This design comes from an exercise in tuning for small area on the open sky130 flow, not from production work.
In this exercise RTL edits were held to simulation tests only and were not proved equivalent to the original.
The flow treats the clock pin as an ideal source. Dropping or thinning the clock tree relies on that and would not hold on a real chip.
Power is estimated from default activity; no workload was simulated.

// measure_cotr
module measure_cotr
(
    input           clk_sys,
    input           clk_samp,
    input           rst_n,
    input [11:0]    AD_data,
    output [1:0]    cotr_sig,
    output [23:0]   data_out
);
    localparam [2:0] PH_IDLE0 = 3'd0,
                     PH_IDLE1 = 3'd3,
                     PH_START = 3'd1,
                     PH_COUNT = 3'd5,
                     PH_LAST  = 3'd4,
                     PH_DONE  = 3'd6,
                     PH_W     = 3'd2;
    reg        samp0, samp1;
    reg [2:0]  ph;
    reg [1:0]  cotr;
    reg [7:0]  cnt;
    reg [22:0] dout;
    reg [3:0]  k;
    reg        m;
    reg        c;
    reg [10:0] P;
    reg [11:0] Q;
    reg [29:0] S;
    wire strobe   = samp0 & ~samp1;
    wire counting = (ph == PH_COUNT);
    wire cnt_last = (cnt == 8'h80);      
    wire active   = |k;
    wire [12:0] term = Q[0] ? {Q[11:1], 1'b0, 1'b1} : 13'd0;
    wire [12:0] V;
    wire [12:0] vc;
    assign V[0]  = P[0] ^ term[0];
    assign vc[0] = P[0] & term[0];
    assign V[1]  = P[1] ^ vc[0];
    assign vc[1] = P[1] & vc[0];
    genvar gi;
    generate
        for (gi = 2; gi <= 10; gi = gi + 1) begin : g_fa
            assign V[gi]  = P[gi] ^ term[gi] ^ vc[gi-1];
            assign vc[gi] = (P[gi] & term[gi]) | (P[gi] & vc[gi-1]) | (term[gi] & vc[gi-1]);
        end
    endgenerate
    assign V[11]  = term[11] ^ vc[10];
    assign vc[11] = term[11] & vc[10];
    assign V[12]  = term[12] ^ vc[11];
    assign vc[12] = 1'b0;
    wire [1:0]  d    = (k <= 4'd11) ? V[1:0] : 2'b00;
    wire [1:0]  a    = m ? 2'b00 : S[1:0];
    wire        s0   = a[0] ^ d[0] ^ c;
  ...
For scale: roughly 270 cells after synthesis, about 97 flip-flops.
==> flow/config.mk <==
export PLATFORM = sky130hd
export DESIGN_NAME = measure_cotr
export DESIGN_NICKNAME = measure_cotr
export VERILOG_FILES = /design/flow/design.v
export SDC_FILE = /design/flow/constraint.sdc
export NUM_CORES = 4
export LEC_CHECK = 0
export CAP_MARGIN = 20
export CORE_MARGIN = 2
export CORE_UTILIZATION = 75
export SLEW_MARGIN = 20
==> flow/constraint.sdc <==
create_clock -name core_clock -period 10.0 [get_ports {clk_sys}]
set_input_delay 2.0000 -clock core_clock [delete_from_list [all_inputs] [get_ports {clk_sys}]]
set_output_delay 2.0000 -clock core_clock [all_outputs]
set_load 0.01 [all_outputs]
standard.sh (not shown) runs the stock make flow with config.mk's settings and CLKGATE_MAP_FILE= SYNTH_SCRIPT=/design/flow/synth_recipe.tcl, a recipe that flattens the netlist after the stock synthesis.
==> flow/flow/run.sh <==
#!/bin/bash
# Standard ORFS layout with two changes: the port buffers are buf_1 cells, and the
# clock tree is a single level of buffers placed by flow/cts.tcl instead of TritonCTS.
set -euo pipefail
export BUFFER_PORTS_ARGS="-buffer_cell sky130_fd_sc_hd__buf_1"
bash standard.sh place > 1_place.log 2>&1
openroad -no_init -exit flow/cts.tcl > 2_cts.log 2>&1
bash standard.sh finish > 3_finish.log 2>&1
Other scripts of this flow, unchanged in this note and not shown: flow/flow/cts.tcl, flow/flow/manual_cts.tcl
The baseline produced a clean layout.
Next try:
==> flow/flow/run.sh (replaced) <==
#!/bin/bash
# Standard ORFS layout with these changes:
#  - synthesis maps logic with an area-oriented ABC script (flow/abc.script);
#    everything else in synthesis, including the registers, is the standard one;
#  - synthesis buffers are removed before placement (flow/pre_place.tcl);
#  - the port buffers are buf_1 cells;
#  - the clock tree is one level of buffers placed by flow/cts.tcl.
set -euo pipefail
export BUFFER_PORTS_ARGS="-buffer_cell sky130_fd_sc_hd__buf_1"
rm -rf scripts_abc
cp -r "$FLOW_HOME/scripts" scripts_abc
cp flow/abc.script scripts_abc/abc_speed.script
bash standard.sh SCRIPTS_DIR="$PWD/scripts_abc" synth > 0_synth.log 2>&1
bash standard.sh floorplan > 1_floorplan.log 2>&1
openroad -no_init -exit flow/pre_place.tcl > 2_pre_place.log 2>&1
bash standard.sh place > 3_place.log 2>&1
openroad -no_init -exit flow/cts.tcl > 4_cts.log 2>&1
bash standard.sh finish > 5_finish.log 2>&1
==> flow/flow/abc.script (new file) <==
strash
&get -n
&fraig -x
&put
scorr
dc2
strash
&get -n
&dch -f
&nf -p -R 1000
&put
topo
dnsize -c
==> flow/flow/pre_place.tcl (new file) <==
# Before placement: remove the buffers synthesis inserted (timing-driven
# global placement, which would otherwise do it, is off in this flow).
set res orfs/results/sky130hd/measure_cotr/base
set plat $::env(FLOW_HOME)/platforms/sky130hd
read_lef $plat/lef/sky130_fd_sc_hd.tlef
read_lef $plat/lef/sky130_fd_sc_hd_merged.lef
read_liberty $plat/lib/sky130_fd_sc_hd__tt_025C_1v80.lib
read_db $res/2_floorplan.odb
read_sdc $res/2_floorplan.sdc
source $plat/setRC.tcl
remove_buffers
write_db $res/2_floorplan.odb
- GPL_TIMING_DRIVEN: not set -> 0
Outcome: Worst hold slack got worse by 0.0083 ns. Cell count is lower by about 10%. Via count is lower by 7.4%. Sequential power is higher by about 2%.
Next try:
==> flow/flow/run.sh (replaced) <==
#!/bin/bash
# Standard ORFS layout with these changes: synthesis buffers are removed before
# placement (flow/pre_place.tcl), the port buffers are buf_1 cells, and the
# clock tree is a single level of buffers placed by flow/cts.tcl instead of TritonCTS.
set -euo pipefail
export BUFFER_PORTS_ARGS="-buffer_cell sky130_fd_sc_hd__buf_1"
bash standard.sh floorplan > 1_floorplan.log 2>&1
openroad -no_init -exit flow/pre_place.tcl > 2_pre_place.log 2>&1
bash standard.sh place > 3_place.log 2>&1
openroad -no_init -exit flow/cts.tcl > 4_cts.log 2>&1
bash standard.sh finish > 5_finish.log 2>&1
removed: flow/flow/abc.script
Combinational power went down by about a fifth.
Final area is higher slightly.
Wire length came out higher by roughly a tenth.
Sequential power fell slightly.
Maximum frequency grows by a few percent.
Cell count rose by roughly a tenth.
Total power went down by a few percent.
Worst hold slack improved by 0.0077 ns.
Setup slack is better by 0.11 ns.
First-iteration DRC count goes up by well over a third.
Next try:
==> flow/flow/run.sh (replaced) <==
#!/bin/bash
# Standard ORFS layout with two changes: the port buffers are buf_1 cells, and the
# clock tree is a single level of buffers placed by flow/cts.tcl instead of TritonCTS.
set -euo pipefail
export BUFFER_PORTS_ARGS="-buffer_cell sky130_fd_sc_hd__buf_1"
bash standard.sh place > 1_place.log 2>&1
openroad -no_init -exit flow/cts.tcl > 2_cts.log 2>&1
bash standard.sh finish > 3_finish.log 2>&1
- CAP_MARGIN: 20 -> 0
- CORE_UTILIZATION: 75 -> 80
- GPL_TIMING_DRIVEN: 0 -> not set
- SLEW_MARGIN: 20 -> 0
removed: flow/flow/pre_place.tcl
Area after synthesis is unchanged.
Die area fell by 5.9%.
Maximum frequency fell by 1.0%.
Cell area barely changes.
Core utilization is higher by 6.5 points.
Setup slack loses 0.049 ns.
Global-route usage climbs by 6.4 points.
Worst hold slack is better by 0.0068 ns.
Critical path depth is unchanged.
Clock power is about the same.
Power went up by 1.9%.
In every run of this note, the design's own scripts or RTL, not TritonCTS, make the clock network.


measure_cotr, a different RTL version from the one above (not shown whole).
Size in the first run: roughly 410 cells after synthesis, ~98 flip-flops, roughly 41 I/O pins.
clock: 10.0 ns
lec_check: 0
cap_margin: 20
core_margin: 2
core_utilization: 85
cts_buf_list: sky130_fd_sc_hd__clkbuf_2
cts_cluster_size: 20
place_density: 0.9
slew_margin: 20
run.sh (not shown) runs the stock make flow with config.mk's settings and CLKGATE_MAP_FILE= SYNTH_SCRIPT=/design/flow/synth_recipe.tcl, a recipe that flattens the netlist after the stock synthesis.
Stock flow here: none of the scripts above is used.
The first run ended with an error in global placement (3_3_place_gp).
Rerun with:
CORE_UTILIZATION = 40   (was 85)
CTS_BUF_LIST = default   (was sky130_fd_sc_hd__clkbuf_2)
CTS_CLUSTER_SIZE = default   (was 20)
PLACE_DENSITY = default   (was 0.9)
Result: The changed run completed without violations; synthesized area does not change; synthesized cell count does not change.


measure_cotr, a different RTL version from the one above (not shown whole).
For scale: roughly 240 cells after synthesis, about 97 flip-flops, roughly 41 I/O pins, about 3600 um^2 of cells after synthesis.
Design measure_cotr, start of the top module:
module measure_cotr
(
    input           clk_sys,
    input           clk_samp,
    input           rst_n,
    input [11:0]    AD_data,
    output [1:0]    cotr_sig,
    output [23:0]   data_out
);
export LEC_CHECK = 0
export CAP_MARGIN = 20
export CORE_MARGIN = 2
export CORE_UTILIZATION = 75
export GPL_TIMING_DRIVEN = 0
export SLEW_MARGIN = 20
create_clock -name core_clock -period 10.0 [get_ports {clk_sys}]
standard.sh (not shown) runs the stock make flow with config.mk's settings and CLKGATE_MAP_FILE= SYNTH_SCRIPT=/design/flow/synth_recipe.tcl, a recipe that flattens the netlist after the stock synthesis.
==> flow/flow/run.sh <==
#!/bin/bash
# Standard ORFS layout with these changes:
#  - synthesis maps logic with an area-oriented ABC script (flow/abc.script);
#    everything else in synthesis, including the registers, is the standard one;
#  - synthesis buffers are removed before placement (flow/pre_place.tcl);
#  - the port buffers are buf_1 cells;
#  - after placement, cells and buffers larger than slew and capacitance need are
#    downsized, and the clock tree is two levels of inverters (flow/cts.tcl).
set -euo pipefail
export BUFFER_PORTS_ARGS="-buffer_cell sky130_fd_sc_hd__buf_1"
rm -rf scripts_abc
cp -r "$FLOW_HOME/scripts" scripts_abc
cp flow/abc.script scripts_abc/abc_speed.script
bash standard.sh SCRIPTS_DIR="$PWD/scripts_abc" synth > 0_synth.log 2>&1
bash standard.sh floorplan > 1_floorplan.log 2>&1
openroad -no_init -exit flow/pre_place.tcl > 2_pre_place.log 2>&1
bash standard.sh place > 3_place.log 2>&1
openroad -no_init -exit flow/cts.tcl > 4_cts.log 2>&1
bash standard.sh finish > 5_finish.log 2>&1
==> flow/flow/cts.tcl <==
# Downsizing of over-sized logic cells and buffers (flow/downsize.tcl), then the
# clock tree: the clock port drives one inverter, which drives five inverters, each serving one cluster of the
# clock sinks (k-means on the placed sink locations).
set res orfs/results/sky130hd/measure_cotr/base
set plat $::env(FLOW_HOME)/platforms/sky130hd
read_lef $plat/lef/sky130_fd_sc_hd.tlef
read_lef $plat/lef/sky130_fd_sc_hd_merged.lef
read_liberty $plat/lib/sky130_fd_sc_hd__tt_025C_1v80.lib
read_db $res/3_place.odb
read_sdc $res/3_place.sdc
source $plat/setRC.tcl
source flow/manual_cts.tcl
source flow/downsize.tcl
estimate_parasitics -placement
downsize_cells 0.3
manual_cts 5 sky130_fd_sc_hd__inv_8 sky130_fd_sc_hd__inv_4
set_propagated_clock [all_clocks]
estimate_parasitics -placement
detailed_placement
check_placement -verbose
estimate_parasitics -placement
report_clock_skew
report_checks -path_delay min
report_check_types -max_slew -max_capacitance -violators
write_db $res/4_1_cts.odb
write_sdc -no_timestamp $res/4_cts.sdc
==> flow/flow/downsize.tcl <==
# downsize_cells MARGIN: give each non-register, non-port-buffer cell the smallest
# drive strength of its function for which every max-slew and max-capacitance
# check keeps at least MARGIN of its limit as slack (or, where the design
# already has less, no less than it had) and setup slack stays above 1 ns
# (placement parasitics).
proc ds_ok { slew_min cap_min } {
  estimate_parasitics -placement
  if {[sta::max_slew_check_slack_limit] < $slew_min} { return 0 }
  if {[sta::max_capacitance_check_slack_limit] < $cap_min} { return 0 }
  if {[sta::worst_slack_cmd max] < 1e-9} { return 0 }
  return 1
}
proc downsize_cells { margin } {
  set db [ord::get_db]
  estimate_parasitics -placement
  set slew_min [expr {min($margin, [sta::max_slew_check_slack_limit] - 1e-6)}]
  set cap_min [expr {min($margin, [sta::max_capacitance_check_slack_limit] - 1e-6)}]
  puts "downsize: keep slew slack/limit >= $slew_min, cap slack/limit >= $cap_min"
  set saved 0
  foreach inst [[ord::get_db_block] getInsts] {
    set name [$inst getName]
    set m [[$inst getMaster] getName]
    if {![regexp {^(sky130_fd_sc_hd__(\w+?))_(\d+)$} $m -> base fn drive]} { continue }
    if {$drive < 2 || [string match "*df*" $fn] || [string match "input*" $name] || [string match "output*" $name]
        || [string match "clk*" $name] || $fn eq "conb" || [string match "tap*" $fn] || [string match "fill*" $fn]} { continue }
    set a0 [$inst getMaster]
    set area0 [expr {[$a0 getWidth] * [$a0 getHeight]}]
    foreach d {0 1 2 4 6 8} {
      if {$d >= $drive} { break }
      set cand "${base}_$d"
      set cm [$db findMaster $cand]
      if {$cm eq "NULL" || [get_lib_cells -quiet $cand] eq ""} { continue }
      if {[$cm getWidth] * [$cm getHeight] >= $area0} { continue }
      replace_cell [get_cells $name] [get_lib_cells $cand]
      if {[ds_ok $slew_min $cap_min]} {
        puts "downsize $name $m -> $cand"
        set saved [expr {$saved + $area0 - [$cm getWidth] * [$cm getHeight]}]
        break
      }
      replace_cell [get_cells $name] [get_lib_cells $m]
    }
  }
  estimate_parasitics -placement
  puts "downsize saved [expr {$saved / 1e6}] um2"
}
Other scripts of this flow, unchanged in this note and not shown: flow/flow/abc.script, flow/flow/manual_cts.tcl, flow/flow/pre_place.tcl
The starting point completed with no timing, DRC or antenna violations.
Next try:
--- a/flow/flow/cts.tcl
+++ b/flow/flow/cts.tcl
@@ -2 +2 @@
-# clock tree: the clock port drives one inverter, which drives five inverters, each serving one cluster of the
+# clock tree: the clock port drives one inverter, which drives four inverters, each serving one cluster of the
@@ -16 +16 @@
-manual_cts 5 sky130_fd_sc_hd__inv_8 sky130_fd_sc_hd__inv_4
+manual_cts 4 sky130_fd_sc_hd__inv_8 sky130_fd_sc_hd__inv_4
What happened: The changed run completed with no timing, DRC or antenna violations. Total power came out lower by about 1.5%. Die area is unchanged. Area after synthesis does not change. Register-to-register slack hardly moves. Via count fell by about 2.2%. Routed wire length stays flat. Fmax hardly moves. Global-route usage barely changes. Final cell count is about the same.
Next try:
--- a/flow/flow/cts.tcl
+++ b/flow/flow/cts.tcl
@@ -2 +2 @@
-# clock tree: the clock port drives one inverter, which drives four inverters, each serving one cluster of the
+# clock tree: the clock port drives one inverter, which drives five inverters, each serving one cluster of the
@@ -16 +16 @@
-manual_cts 4 sky130_fd_sc_hd__inv_8 sky130_fd_sc_hd__inv_4
+manual_cts 5 sky130_fd_sc_hd__inv_8 sky130_fd_sc_hd__inv_4
--- a/flow/flow/downsize.tcl
+++ b/flow/flow/downsize.tcl
@@ -3,4 +3,3 @@
-# check keeps at least MARGIN of its limit as slack (or, where the design
-# already has less, no less than it had) and setup slack stays above 1 ns
-# (placement parasitics).
-proc ds_ok { slew_min cap_min } {
+# check keeps at least MARGIN of its limit as slack and setup slack stays positive
+# (placement parasitics).  Returns the area saved.
+proc ds_ok { margin } {
@@ -8,2 +7,2 @@
-  if {[sta::max_slew_check_slack_limit] < $slew_min} { return 0 }
-  if {[sta::max_capacitance_check_slack_limit] < $cap_min} { return 0 }
+  if {[sta::max_slew_check_slack_limit] < $margin} { return 0 }
+  if {[sta::max_capacitance_check_slack_limit] < $margin} { return 0 }
@@ -15,4 +13,0 @@
-  estimate_parasitics -placement
-  set slew_min [expr {min($margin, [sta::max_slew_check_slack_limit] - 1e-6)}]
-  set cap_min [expr {min($margin, [sta::max_capacitance_check_slack_limit] - 1e-6)}]
-  puts "downsize: keep slew slack/limit >= $slew_min, cap slack/limit >= $cap_min"
@@ -25 +20 @@
-        || [string match "clk*" $name] || $fn eq "conb" || [string match "tap*" $fn] || [string match "fill*" $fn]} { continue }
+        || [string match "clkbuf_m*" $name] || $fn eq "conb" || [string match "tap*" $fn] || [string match "fill*" $fn]} { continue }
@@ -35 +30 @@
-      if {[ds_ok $slew_min $cap_min]} {
+      if {[ds_ok $margin]} {
Final area rises by 1.0%.
Clock power climbs by about 8%.
Register-to-register slack stays flat.
Final cell count is about the same.
In every run of this note, the design's own scripts or RTL, not TritonCTS, make the clock network.


The RTL this note starts from:
==> flow/design.v <==
`timescale 1ns / 1ps
module measure_cotr
(
    input           clk_sys,
    input           clk_samp,
    input           rst_n,
    input [11:0]    AD_data,
    output [1:0]    cotr_sig,
    output [23:0]   data_out
);
    localparam [2:0] PH_IDLE0 = 3'd0,
                     PH_IDLE1 = 3'd3,
                     PH_START = 3'd1,
                     PH_COUNT = 3'd5,
                     PH_LAST  = 3'd4,
                     PH_DONE  = 3'd6,
                     PH_W     = 3'd2;
    reg        samp0, samp1;
    reg [2:0]  ph;
    reg [1:0]  cotr;
    reg [7:0]  cnt;
    reg [22:0] dout;
    reg [3:0]  k;
    reg        m;
    reg        c;
    reg [10:0] P;
    reg [11:0] Q;
    reg [29:0] S;
    wire strobe   = samp0 & ~samp1;
    wire counting = (ph == PH_COUNT);
    wire cnt_last = (cnt == 8'h80);      
    wire active   = |k;
    wire [12:0] term = Q[0] ? {Q[11:1], 1'b0, 1'b1} : 13'd0;
    wire [12:0] V;
    wire [12:0] vc;
    assign V[0]  = P[0] ^ term[0];
    assign vc[0] = P[0] & term[0];
    assign V[1]  = P[1] ^ vc[0];
    assign vc[1] = P[1] & vc[0];
    genvar gi;
    generate
        for (gi = 2; gi <= 10; gi = gi + 1) begin : g_fa
            assign V[gi]  = P[gi] ^ term[gi] ^ vc[gi-1];
            assign vc[gi] = (P[gi] & term[gi]) | (P[gi] & vc[gi-1]) | (term[gi] & vc[gi-1]);
        end
    endgenerate
    assign V[11]  = term[11] ^ vc[10];
    assign vc[11] = term[11] & vc[10];
    assign V[12]  = term[12] ^ vc[11];
    assign vc[12] = 1'b0;
    wire [1:0]  d    = (k <= 4'd11) ? V[1:0] : 2'b00;
    wire [1:0]  a    = m ? 2'b00 : S[1:0];
    wire        s0   = a[0] ^ d[0] ^ c;
    wire        c0   = (a[0] & d[0]) | (a[0] & c) | (d[0] & c);
    wire        s1   = a[1] ^ d[1] ^ c0;
    wire        c1   = (a[1] & d[1]) | (a[1] & c0) | (d[1] & c0);
    wire [21:0] res  = S[27:6];
    always @(posedge clk_sys) begin
        samp0 <= clk_samp;
        samp1 <= samp0;
    end
    always @(posedge clk_sys) begin
        Q <= ({1'b0, Q[11:1]} & {12{active}}) | (AD_data & {12{strobe}});
        P <= strobe ? 11'd0 : V[12:2];
        c <= active & c1;
        if (active)
            S <= {s1, s0, S[29:2]};
    end
    always @(posedge clk_sys) begin
        if (!rst_n) begin
            k <= 4'd0;
            m <= 1'b1;
        end else begin
            k <= (strobe | active) ? k + 4'd1 : 4'd0;
            if (strobe)
                m <= m | ~counting | cnt_last;
            else if (&k)
                m <= 1'b0;
        end
    end
    wire load = (ph == PH_DONE) && (res >= 22'd13141 || cotr[1]);
    always @(posedge clk_sys) begin
        if (!rst_n || load)
            dout <= {cotr[1], res} & {23{rst_n}};
    end
    always @(posedge clk_sys) begin
        if (!rst_n || (counting && strobe))
            cnt <= rst_n ? {cnt[6:0], cnt[7] ^ cnt[5] ^ cnt[4] ^ cnt[3]} : 8'h01;
    end
    always @(posedge clk_sys) begin
        if (!rst_n) begin
            ph   <= PH_IDLE0;
            cotr <= 2'b00;
        end else begin
            case (ph)
                PH_IDLE0: ph <= PH_IDLE1;
                PH_IDLE1: begin
                    cotr <= 2'b00;
                    ph   <= PH_START;
                end
                PH_W: begin
                    cotr <= {cotr[0], ~cotr[0]};
                    ph   <= PH_START;
                end
                PH_START: ph <= PH_COUNT;
                PH_COUNT: begin
                    if (strobe && cnt_last)
                        ph <= PH_LAST;
                end
                PH_LAST: ph <= PH_DONE;
                PH_DONE: begin
                    if (load)
                        ph <= PH_IDLE0;
                    else
                        ph <= PH_W;
                end
                default: ph <= PH_IDLE0;
            endcase
        end
    end
    assign cotr_sig = cotr;
    assign data_out = {dout[22], 1'b0, dout[21:0]};
endmodule
Settings: LEC_CHECK=0, CAP_MARGIN=20, CORE_MARGIN=2, CORE_UTILIZATION=80, GPL_TIMING_DRIVEN=0, SLEW_MARGIN=20; clock period 10.0 ns.
Scripts as last shown in full above: flow/flow/run.sh
Other scripts of this flow, unchanged in this note and not shown: flow/flow/abc.script, flow/flow/cts.tcl, flow/flow/downsize.tcl, flow/flow/manual_cts.tcl, flow/flow/pre_place.tcl
Edit:
CORE_UTILIZATION = 75   (was 80)
The new run completed without violations.
Setup slack improved by 21 ps.
Cell count climbs slightly.
Area after synthesis does not change.
Global-route usage drops by 2.9 points.
Clock power drops by a few percent.
Wire length drops by a little under a tenth.
Fmax climbs slightly.
In every run of this note, the design's own scripts or RTL, not TritonCTS, make the clock network.

==> port drivers added, routing unchanged <==
No port has a modelled driver above. Below, the same layouts with a new extraction and two added sets of constraints.
Step 1 sets driving cells, clkbuf_16 on the clock port and buf_2 on the other inputs (assumed; they add their load-dependent delay and slew).
Step 2 adds t to the input delays and takes it off the output delays; t is the mean of the earliest and latest rising clock arrival at the registers after step 1. Input paths then give back, and output paths get back, about the clock's delay inside the block.
Slacks: ideal / step 1 / step 2; pairs: ideal / step 1.
run | t, ns | setup WS [ns] | worst data-port slew with drivers (ns)
the first run of note 1 | 0.205 | 5.277 / 5.277 / 5.277 | 0.03
the second run of note 1 | 0.200 | 5.166 / 5.166 / 5.166 | 0.03
the third run of note 1 | 0.206 | 5.279 / 5.279 / 5.279 | 0.03
the fourth run of note 1 | 0.207 | 5.229 / 5.229 / 5.229 | 0.03
the second run of note 2 | 0.396 | 6.665 / 6.630 / 7.025 | 0.03
the first run of note 3 | 0.260 | 5.132 / 5.132 / 5.132 | 0.03
the second run of note 3 | 0.245 | 5.146 / 5.146 / 5.146 | 0.03
the third run of note 3 | 0.264 | 5.132 / 5.132 / 5.132 | 0.03
the first run of note 4 | 0.270 | 5.120 / 5.120 / 5.120 | 0.04
the second run of note 4 | 0.253 | 5.141 / 5.141 / 5.141 | 0.03
After both steps setup and hold are still met in every run listed.
